Context: an optimization exercise on an open-source flow, tuned for small area and a short achievable clock period. The choices shown serve that exercise and are no tape-out recipe. The RTL was checked by simulation tests, not by an equivalence proof against the original design. The flow treats the clock pin as an ideal source, which a real chip does not have. Power and IR drop assume default switching activity.

## v2
// fifo
module fifo #(
  parameter int DWIDTH = 32,
  parameter int AWIDTH = 7,
  parameter bit SHOWAHEAD = 1,
  parameter int ALMOST_FULL_VALUE  = 2 ** AWIDTH - 3,
  parameter int ALMOST_EMPTY_VALUE = 3,
  parameter bit REGISTER_OUTPUT = 0
)(
  input  logic              clk_i,
  input  logic              srst_i,
  input  logic [DWIDTH-1:0] data_i,
  input  logic              wrreq_i,
  input  logic              rdreq_i,
  output logic [DWIDTH-1:0] q_o,
  output logic              empty_o,
  output logic              full_o,
  output logic [AWIDTH-1:0] usedw_o,
  output logic              almost_full_o,
  output logic              almost_empty_o
);
==> flow/config.mk <==
export PLATFORM = sky130hd
export DESIGN_NAME = fifo
export DESIGN_NICKNAME = fifo
export VERILOG_FILES = /design/flow/design.v
export SDC_FILE = /design/flow/constraint.sdc
export NUM_CORES = 4
export LEC_CHECK = 0
export CAP_MARGIN = 20
export CORE_MARGIN = 2
export CORE_UTILIZATION = 42
export PLACE_DENSITY = 0.5
export SETUP_SLACK_MARGIN = 2.2
export SLEW_MARGIN = 20
export TNS_END_PERCENT = 10
==> flow/constraint.sdc <==
create_clock -name core_clock -period 4.5 [get_ports {clk_i}]
set_input_delay 0.9000 -clock core_clock [delete_from_list [all_inputs] [get_ports {clk_i}]]
set_output_delay 0.9000 -clock core_clock [all_outputs]
set_load 0.01 [all_outputs]
standard.sh (not shown) runs the stock make flow with config.mk's settings and CLKGATE_MAP_FILE= SYNTH_SCRIPT=/design/flow/synth_recipe.tcl, a recipe that flattens the netlist after the stock synthesis.
==> flow/flow/run.sh <==
#!/bin/bash
# Standard ORFS layout (the standard.sh), with these changes:
#  - no timing repair at floorplan (REMOVE_ABC_BUFFERS=1): without placement
#    and clock tree its estimates mislead, and it stalls with a large margin;
#    timing is repaired after clock tree synthesis and global routing;
#  - ports are buffered with buf_4 instead of the resizer's default pick
#    (a delay cell), so the output ports are not slowed by their buffers;
#  - before clock tree synthesis, flip-flops driving output ports get the
#    strongest drive of their type (flow/pre_cts.tcl);
#  - clock tree synthesis without dummy loads, clustering 20 sinks / 80 um,
#    and a wire unit of 8 um, which gives a 3-level H-tree instead of 4.
set -euo pipefail
here=$(cd "$(dirname "$0")" && pwd)
bash standard.sh \
  'REMOVE_ABC_BUFFERS=1' \
  'BUFFER_PORTS_ARGS=-buffer_cell sky130_fd_sc_hd__buf_4' \
  "PRE_CTS_TCL=$here/pre_cts.tcl" \
  'CTS_ARGS=-sink_clustering_enable -repair_clock_nets -dont_use_dummy_load -sink_clustering_size 20 -sink_clustering_max_diameter 80 -wire_unit 8' \
  finish > orfs_make.log 2>&1
==> flow/flow/pre_cts.tcl <==
# Before clock tree synthesis: give the flip-flops that drive output ports
# (through their port buffers) the strongest drive of their cell type, since
# their wire to the port buffer is long and the timing repair after clock
# tree synthesis does not resize flip-flops.
set n 0
foreach port [get_ports -filter "direction==output"] {
  set net [get_nets [get_name $port]]
  foreach drv [get_pins -of_objects $net -filter "direction==output"] {
    set buf [get_cells -of_objects $drv]
    foreach in [get_pins -of_objects $buf -filter "direction==input"] {
      set n2 [get_nets -of_objects $in]
      foreach d2 [get_pins -of_objects $n2 -filter "direction==output"] {
        set ff [get_cells -of_objects $d2]
        set m [get_property [get_lib_cells -of_objects $ff] name]
        if {[regexp {^sky130_fd_sc_hd__dfxtp_[12]$} $m]} {
          replace_cell $ff sky130_fd_sc_hd__dfxtp_4
          incr n
        }
      }
    }
  }
}
puts "pre_cts.tcl: resized $n output flip-flops to dfxtp_4"
Per the final summary, v2 finished and its layout is clean on timing, DRC and antenna.
Edits applied to the flow inputs when going from v2 to v19:
--- a/flow/design.v
+++ b/flow/design.v
@@ -150,51 +150,55 @@
       begin
         wr_bank_q <= 4'b0001;
         wr_row_q  <= ROW_FIRST;
       end
     else if( wr_acc )
       begin
         wr_bank_q <= { wr_bank_q[2:0], wr_bank_q[3] };
         if( wr_bank_q[3] )
           wr_row_q <= { wr_row_q[ROWS-2:0], wr_row_q[ROWS-1] };
       end
-  logic [ROWS-1:0] row_n_q, row_inc_n_q, row_dec_n_q;
+  logic [ROWS-1:0] row_n_q, row_p_q, row_inc_n_q, row_dec_n_q;
   logic [3:0]      lo_oh_q;
   always_ff @( posedge clk_i )
     if( srst_i )
       begin
         lo_oh_q     <= 4'b0001;
         row_n_q     <= ROW_FIRST_N;
+        row_p_q     <= ROW_FIRST;
         row_inc_n_q <= ROW_FIRST_N;
         row_dec_n_q <= ROW_LAST_N;
       end
     else if( rd_acc )
       begin
         lo_oh_q     <= { lo_oh_q[2:0], lo_oh_q[3] };
         row_n_q     <= row_inc_n_q;
+        row_p_q     <= ~row_inc_n_q;
         row_dec_n_q <= row_n_q;
         if( lo_oh_q[2] )
           row_inc_n_q <= { row_inc_n_q[ROWS-2:0], row_inc_n_q[ROWS-1] };
       end
-  logic [ROWS-1:0] row_n [4];
-  assign row_n[0] = row_inc_n_q;
-  assign row_n[1] = row_n_q;
-  assign row_n[2] = row_n_q;
-  assign row_n[3] = row_dec_n_q;
   logic [DWIDTH-1:0] bank_q [4];
   always_comb
-    for( int b = 0; b < 4; b++ )
-      begin
-        bank_q[b] = '1;
-        for( int i = 0; i < ROWS; i++ )
-          bank_q[b] = bank_q[b] & ( words[(4*i+b)*DWIDTH +: DWIDTH] | {DWIDTH{row_n[b][i]}} );
-      end
+    begin
+      bank_q[0] = '1;
+      bank_q[1] = '1;
+      bank_q[2] = '0;
+      bank_q[3] = '1;
+      for( int i = 0; i < ROWS; i++ )
+        begin
+          bank_q[0] = bank_q[0] & ( words[(4*i+0)*DWIDTH +: DWIDTH] | {DWIDTH{row_inc_n_q[i]}} );
+          bank_q[1] = bank_q[1] & ( words[(4*i+1)*DWIDTH +: DWIDTH] | {DWIDTH{row_n_q[i]}}     );
+          bank_q[2] = bank_q[2] | ( words[(4*i+2)*DWIDTH +: DWIDTH] & {DWIDTH{row_p_q[i]}}     );
+          bank_q[3] = bank_q[3] & ( words[(4*i+3)*DWIDTH +: DWIDTH] | {DWIDTH{row_dec_n_q[i]}} );
+        end
+    end
   logic [3:0] lo_same, lo_inc, lo_dec;
   assign lo_same = lo_oh_q;
   assign lo_inc  = { lo_oh_q[2:0], lo_oh_q[3] };
   assign lo_dec  = { lo_oh_q[0],   lo_oh_q[3:1] };
   logic [3:0] bank_sel_rd, bank_sel_nord, bank_sel;
   assign bank_sel_nord = hold_last_q ? lo_dec : lo_same;
   assign bank_sel_rd   = usedw_one   ? lo_same :
                          hold_last_q ? lo_dec  :
                          n_empty     ? lo_inc  :
                                        lo_same;
==> comparison <==
Compared with v2, v19 shows count of clock buffers in the final design higher by 2.
Compared to v2, v19 shows a wider setup margin.
v19 vs. v2: area overhead of the layout relative to synthesis +1.8 points; global routing usage on met3 -1.1 points; final-layout worst hold slack +0.097 ns; count of distinct cell types in the synthesized netlist +10%; portion of total power attributed to the clock network +2.6 points.
v19: final non-filler cell total is 323 lower than what v2 reported.
Looking only at pre-CTS worst setup slack, and setting everything else aside, the higher value of v2 and v19 goes to v2.
Compared v19 against v2; number of design rule violations left after detail routing within noise.

port drivers added, routing unchanged:
The flow's constraints put no driver on any port. The routed layouts listed below were extracted and timed again, unchanged, in two steps. Step 1 sets driving cells, clkbuf_16 on the clock port and buf_2 on the other inputs (assumed; they add their load-dependent delay and slew). Step 2 also shifts input and output timing later by t, the mid clock arrival at the registers, as if the neighbouring blocks saw the same clock. Three values: no drivers, after step 1, after step 2; two values: the first two.
run	shift t [ns]	slack for setup (ns)	worst setup path at the end
v2	0.940	1.864 / 1.864 / 1.201	input to register
v19	0.937	1.964 / 1.959 / 1.287	input to register
After both steps every run listed still meets setup and hold. For v19, which loses most, drivers alone change the setup slack by -0.005 ns; drivers and shift together by -0.677 ns.
